This design comes from an exercise in tuning for small area and a short achievable clock period on the open sky130 flow, not from production work.
Only simulation tests tie the RTL to the original design; equivalence was not proved.
Power and IR drop assume default switching activity.

Design DCIM, start of the top module:
module DCIM (
    input clk,
    input rst_n,
    input in_valid,
    input [127:0] in_data1,
    input [127:0] in_data2,
    input [127:0] in_data3,
    input [127:0] in_data4,
    output reg out_valid,
    output reg [12:0] O1,
    output reg [12:0] O2,
    output reg [12:0] O3,
    output reg [12:0] O4
);
Size in the first run: ~1600 cells after synthesis, about 570 I/O pins, ~0.029 sq mm of cells after synthesis.
clock: 2.4 ns
lec_check: 0
cap_margin: 20
core_margin: 2
core_utilization: 40
setup_slack_margin: 1.0
slew_margin: 20
standard.sh (not shown) runs the stock make flow with config.mk's settings and CLKGATE_MAP_FILE= SYNTH_SCRIPT=/design/flow/synth_recipe.tcl, a recipe that flattens the netlist after the stock synthesis.
==> flow/flow/run.sh <==
#!/bin/bash
# Standard ORFS layout with two changes:
#  - SYNTH_ARGS=-noabc: skip the abc -fast inside Yosys's generic synth, so the
#    full adders written in the RTL reach extract_fa in their plain polarity
#    (no inverters around every full adder); the final liberty abc still runs.
#  - port buffers use buf_1.
set -euo pipefail
bash standard.sh SYNTH_ARGS=-noabc "BUFFER_PORTS_ARGS=-buffer_cell sky130_fd_sc_hd__buf_1" finish > flow_make.log 2>&1
The first run ran to the end with no violations.
Edit:
--- a/flow/config.mk
+++ b/flow/config.mk
@@ -9,4 +9,4 @@
 export CORE_MARGIN = 2
-export CORE_UTILIZATION = 40
-export SETUP_SLACK_MARGIN = 1.0
+export CORE_UTILIZATION = 60
+export SETUP_SLACK_MARGIN = 0.8
 export SLEW_MARGIN = 20
=>
- The new run finished with timing, DRC and antenna clean
- die area fell by a quarter to a third
- setup slack hardly moves
- cell area fell by a few percent
- total power fell by a few percent
- non-clock buffer count fell by 29
- global-route usage rose by 6.2 points
Edit:
--- a/flow/config.mk
+++ b/flow/config.mk
@@ -9,3 +9,3 @@
 export CORE_MARGIN = 2
-export CORE_UTILIZATION = 60
+export CORE_UTILIZATION = 75
 export SETUP_SLACK_MARGIN = 0.8
=> The new run never finished: it broke off in global routing (5_1_grt). Synthesized area does not change. Synthesized cell count does not change.
Edit:
--- a/flow/config.mk
+++ b/flow/config.mk
@@ -9,3 +9,3 @@
 export CORE_MARGIN = 2
-export CORE_UTILIZATION = 75
+export CORE_UTILIZATION = 40
 export SETUP_SLACK_MARGIN = 0.8
Now the flow completed with no timing, DRC or antenna violations.
Area after synthesis does not change.
Synthesized cell count does not change.
Edit:
--- a/flow/config.mk
+++ b/flow/config.mk
@@ -10,3 +10,2 @@
 export CORE_UTILIZATION = 40
-export SETUP_SLACK_MARGIN = 0.8
 export SLEW_MARGIN = 20
Outcome: Wire length went down by 5.0%. Area after synthesis stays the same. Setup slack is worse by 0.16 ns. Total power came out lower by 3.6%. Core utilization goes down by 1.8 points.


DCIM, a different RTL version from the one above (not shown whole).
Size: about 1,600 cells after synthesis, ~570 I/O pins, ~28,000 sq um of cells after synthesis.
## DCIM
module DCIM (
    input clk,
    input rst_n,
    input in_valid,
    input [127:0] in_data1,
    input [127:0] in_data2,
    input [127:0] in_data3,
    input [127:0] in_data4,
    output reg out_valid,
    output reg [12:0] O1,
    output reg [12:0] O2,
    output reg [12:0] O3,
    output reg [12:0] O4
);
clock: 2.4 ns
lec_check: 0
cap_margin: 20
core_margin: 2
core_utilization: 55
cts_cluster_diameter: 80
cts_cluster_size: 30
setup_slack_margin: 0.8
slew_margin: 20
Scripts as last shown in full above: flow/flow/run.sh
The baseline finished clean.
Change:
--- a/flow/config.mk
+++ b/flow/config.mk
@@ -9,5 +9,7 @@
 export CORE_MARGIN = 2
-export CORE_UTILIZATION = 55
+export CORE_UTILIZATION = 60
 export CTS_CLUSTER_DIAMETER = 80
 export CTS_CLUSTER_SIZE = 30
+export GPL_TIMING_DRIVEN = 0
+export PLACE_DENSITY = 0.8
 export SETUP_SLACK_MARGIN = 0.8
Global-route usage grows by 4.7 points.
Cell count came out lower slightly.
Worst hold slack gains 25 ps.
Routed wire length rises by about a fifth.
Cell area hardly moves.
Setup slack degrades by 6.6 ps.
Utilization grows by 5.4 points.
Change:
--- a/flow/config.mk
+++ b/flow/config.mk
@@ -13,3 +13,3 @@
 export GPL_TIMING_DRIVEN = 0
-export PLACE_DENSITY = 0.8
+export PLACE_DENSITY = 0.7
 export SETUP_SLACK_MARGIN = 0.8
After rerunning: Routed wire length came out lower by 8.8%; non-clock buffer count is unchanged; clock skew is about the same; clock power came out lower by about 2%; via count came out lower by about 2.7%; final cell count does not change; die area does not change; setup slack gets worse by 7.9 ps.


== job 3094 ==
DCIM again, from the RTL that the note above started with.
Design DCIM, start of the top module:
module DCIM (
    input clk,
    input rst_n,
    input in_valid,
    input [127:0] in_data1,
    input [127:0] in_data2,
    input [127:0] in_data3,
    input [127:0] in_data4,
    output reg out_valid,
    output reg [12:0] O1,
    output reg [12:0] O2,
    output reg [12:0] O3,
    output reg [12:0] O4
);
==> flow/config.mk <==
export PLATFORM = sky130hd
export DESIGN_NAME = DCIM
export DESIGN_NICKNAME = DCIM
export VERILOG_FILES = /design/flow/design.v
export SDC_FILE = /design/flow/constraint.sdc
export NUM_CORES = 4
export LEC_CHECK = 0
export CAP_MARGIN = 20
export CORE_MARGIN = 2
export CORE_UTILIZATION = 60
export CTS_CLUSTER_DIAMETER = 80
export CTS_CLUSTER_SIZE = 30
export SETUP_SLACK_MARGIN = 0.85
export SLEW_MARGIN = 20
==> flow/constraint.sdc <==
create_clock -name core_clock -period 2.4 [get_ports {clk}]
set_input_delay 0.4800 -clock core_clock [delete_from_list [all_inputs] [get_ports {clk}]]
set_output_delay 0.4800 -clock core_clock [all_outputs]
set_load 0.01 [all_outputs]
Scripts as last shown in full above: flow/flow/run.sh
Job 3094: flow completed, timing, DRC and antenna clean
Setup changes, job 3094 to job 6447
- clearing CTS_CLUSTER_SIZE, which used to be 30
- clearing CTS_CLUSTER_DIAMETER, which used to be 80
- swapping 0.85 for 0.8 in SETUP_SLACK_MARGIN
--- outcome ---
Job 6447 vs job 3094 — static leakage rose 4.2%. In job 6447 the area share of buffers outside the clock network turned out 0.73 points lower than in job 3094. Summary of job 6447 over job 3094: clock transition at the register clock pins on the worst setup and hold paths after CTS fell 0.03 ns, hold slack decreased by 0.18 ns relative to the old numbers, total power picked up an extra about 11%. Looking at length of routed wiring on met1 across job 3094 and job 6447, the one that comes out lower is job 6447. Job 3094 → job 6447: cell area increased 1000 sq um, final critical path time including I/O delays and setup went up by 0.024 ns.
For job 7168, these inputs were changed with respect to job 6447:
- CTS_CLUSTER_DIAMETER now 80, previously not set
- TNS_END_PERCENT now 10, previously not set
- CTS_CLUSTER_SIZE now 30, previously not set
==> run summary <==
On global-route usage over all layers: between job 7168 and job 6447, it ends up higher for job 6447. Cmp job 7168 vs job 6447: first-iteration DRC count lower in job 7168. Compared to job 6447, the routing of job 7168 uses less wire. Summary — highest attainable clock frequency, job 7168 relative to job 6447: lower, by 1.3%. Going from job 6447 to job 7168, headroom to the max-slew limit moved up; worst ir drop on vdd moved up; combinational share of power moved up.
Relative to job 7168, the following input files were edited for job 9229:
- ABC_AREA: unset -> 1
- TNS_END_PERCENT: 10 -> unset
### Flow results
Cell area after synthesis, job 9229 and job 7168: lower on job 7168
Of job 9229 and job 7168, the lower filler cell count belongs to job 7168.
Re worst endpoint required time: job 9229 is 0.99 ns down on job 7168.
Between job 9229 and job 7168, count of clock-buffer cells in the layout is lower for job 7168, job 9229 comes in above that.
Taking job 7168 as the reference point, the floorplan die area of job 9229 rises by about 1.4%.
Setup slack: job 9229 more than job 7168
Max net switching power across job 9229 and job 7168: job 7168
On minimum setup slack among reg-to-reg paths: job 9229 sits above job 7168.
Going from job 7168 to job 9229, the clock power was found to have gone up by about 7%.
[job 9229 vs job 7168] total power consumption of the routed design: lower in job 9229
Compared to job 7168, job 9229 has met3 layer usage reported by global route 1.8 points lower.


DCIM again, from the RTL that the note above started with.
// DCIM
module DCIM (
    input clk,
    input rst_n,
    input in_valid,
    input [127:0] in_data1,
    input [127:0] in_data2,
    input [127:0] in_data3,
    input [127:0] in_data4,
    output reg out_valid,
    output reg [12:0] O1,
    output reg [12:0] O2,
    output reg [12:0] O3,
    output reg [12:0] O4
);
reg [5:1] v;
reg [1:0] cnt1;
reg [1:0] cnt2;
reg [1:0] cnt3;
reg [1:0] cnt4;
reg l5, l6;
reg keep1;
reg keep2;
reg keep3;
reg keep4;
always @(posedge clk or negedge rst_n) begin
    if (!rst_n) begin
        v <= 5'd0; l5 <= 1'b0; l6 <= 1'b0; out_valid <= 1'b0; O1 <= 13'd0; cnt1 <= 2'd0; keep1 <= 1'b0; O2 <= 13'd0; cnt2 <= 2'd0; keep2 <= 1'b0; O3 <= 13'd0; cnt3 <= 2'd0; keep3 <= 1'b0; O4 <= 13'd0; cnt4 <= 2'd0; keep4 <= 1'b0;
    end else begin
        v <= {v[4:1], in_valid};
        if (v[5]) begin cnt1 <= cnt1 + 2'd1; keep1 <= ~(&cnt1); end
        if (v[5]) begin cnt2 <= cnt2 + 2'd1; keep2 <= ~(&cnt2); end
        if (v[5]) begin cnt3 <= cnt3 + 2'd1; keep3 <= ~(&cnt3); end
        if (v[5]) begin cnt4 <= cnt4 + 2'd1; keep4 <= ~(&cnt4); end
        l5 <= v[5] & (&cnt1);
        l6 <= l5;
        out_valid <= l6;
        O1 <= l6 ? Q1 : 13'd0;
        O2 <= l6 ? Q2 : 13'd0;
        O3 <= l6 ? Q3 : 13'd0;
        O4 <= l6 ? Q4 : 13'd0;
    end
end
wire c1_s1 = in_data1[0] ^ in_data1[4] ^ in_data1[8];
wire c1_c1 = (in_data1[0] & in_data1[4]) | (in_data1[8] & (in_data1[0] ^ in_data1[4]));
wire c1_s2 = in_data1[12] ^ in_data1[16] ^ in_data1[20];
wire c1_c2 = (in_data1[12] & in_data1[16]) | (in_data1[20] & (in_data1[12] ^ in_data1[16]));
wire c1_s3 = in_data1[24] ^ in_data1[28] ^ in_data1[32];
  ...
Settings: LEC_CHECK=0, CAP_MARGIN=20, CORE_MARGIN=2, CORE_UTILIZATION=60, CTS_CLUSTER_DIAMETER=80, CTS_CLUSTER_SIZE=30, SETUP_SLACK_MARGIN=0.76, SLEW_MARGIN=20; clock period 2.4 ns.
Scripts as last shown in full above: flow/flow/run.sh
The first run finished with timing, DRC and antenna clean.
==> next run, changes <==
Settings changed: CORE_UTILIZATION 60 to 66, SETUP_SLACK_MARGIN 0.76 to 0.8.
After rerunning: The changed run went through all stages and came out clean. Fmax drops by 0.72%. Global-route usage went up by 5.3 points. Via count came out higher by 4.7%. Setup slack degrades by 0.012 ns. Total power came out higher by 3.2%. Combinational power increases by about 8%. Die area decreases by 8.9%. Core utilization rose by 7.5 points. Non-clock buffer count grows by 5. Flip-flop and latch count is unchanged. Design area is about the same.
==> next run, changes <==
Settings changed: CORE_UTILIZATION 66 to 60.
After rerunning:
- The changed run finished clean
- power fell by 2.7%
- core utilization fell by 7.3 points
- clock-buffer cell count fell by 4
- setup slack gets better by 0.025 ns
- routed wire length fell by 11%
==> next run, changes <==
Settings changed: GPL_TIMING_DRIVEN set to 0.
After rerunning: The new run ran to the end with no violations. Count of clock-buffer cells in the layout goes up by 4. Fmax goes up by 0.99%. Final cell count goes up by 0.52%.

==> port drivers added, routing unchanged <==
The results above use ideal ports. As a check the final layouts listed here were re-extracted and re-timed, cells and wires unchanged. Step 1 (the two cells are an assumption about what drives the block):
set clk [get_ports {clk}]
set_driving_cell -lib_cell sky130_fd_sc_hd__clkbuf_16 $clk
set_driving_cell -lib_cell sky130_fd_sc_hd__buf_2 [delete_from_list [all_inputs] $clk]
Step 2 moves the port delays by t, midway between the first and last clock arrival at a register: inputs arrive t later, outputs are due t later. That takes back most of the time a late clock gives input paths. a / b / c = no drivers / after step 1 / after step 2; a / b = the first two.
run	t (ns)	setup WS [ns]	hold slack, ns	cell pins on the clock port's net
the first run of note 1	0.633	0.765 / 0.760 / 0.213	0.262 / 0.233 / 0.321	1
the second run of note 1	0.624	0.763 / 0.731 / 0.263	0.228 / 0.207 / 0.318	1
the fourth run of note 1	0.641	0.738 / 0.676 / 0.228	0.209 / 0.178 / 0.323	1
the fifth run of note 1	0.647	0.578 / 0.578 / 0.161	0.199 / 0.155 / 0.315	1
the first run of note 2	0.655	0.746 / 0.685 / 0.265	0.197 / 0.166 / 0.323	1
the second run of note 2	0.641	0.739 / 0.679 / 0.188	0.222 / 0.186 / 0.328	1
the third run of note 2	0.653	0.731 / 0.672 / 0.167	0.211 / 0.181 / 0.332	1
job 3094	0.653	0.754 / 0.686 / 0.187	0.202 / 0.159 / 0.334	1
job 6447	0.670	0.730 / 0.667 / 0.142	0.021 / -0.015 / 0.326	1
job 7168	0.639	0.708 / 0.708 / 0.135	0.218 / 0.189 / 0.331	1
job 9229	0.649	0.738 / 0.680 / 0.246	0.197 / 0.189 / 0.322	1
the first run of note 4	0.661	0.742 / 0.692 / 0.132	0.012 / -0.026 / 0.331	1
the second run of note 4	0.640	0.730 / 0.664 / 0.107	0.230 / 0.192 / 0.333	1
the third run of note 4	0.661	0.755 / 0.690 / 0.178	0.013 / -0.026 / 0.331	1
the fourth run of note 4	0.663	0.771 / 0.706 / 0.157	0.191 / 0.173 / 0.328	1
After both steps setup and hold are still met in every run listed. The setup slack of the second run of note 4, which loses most, moves by -0.066 ns with the drivers and by -0.623 ns with both steps.
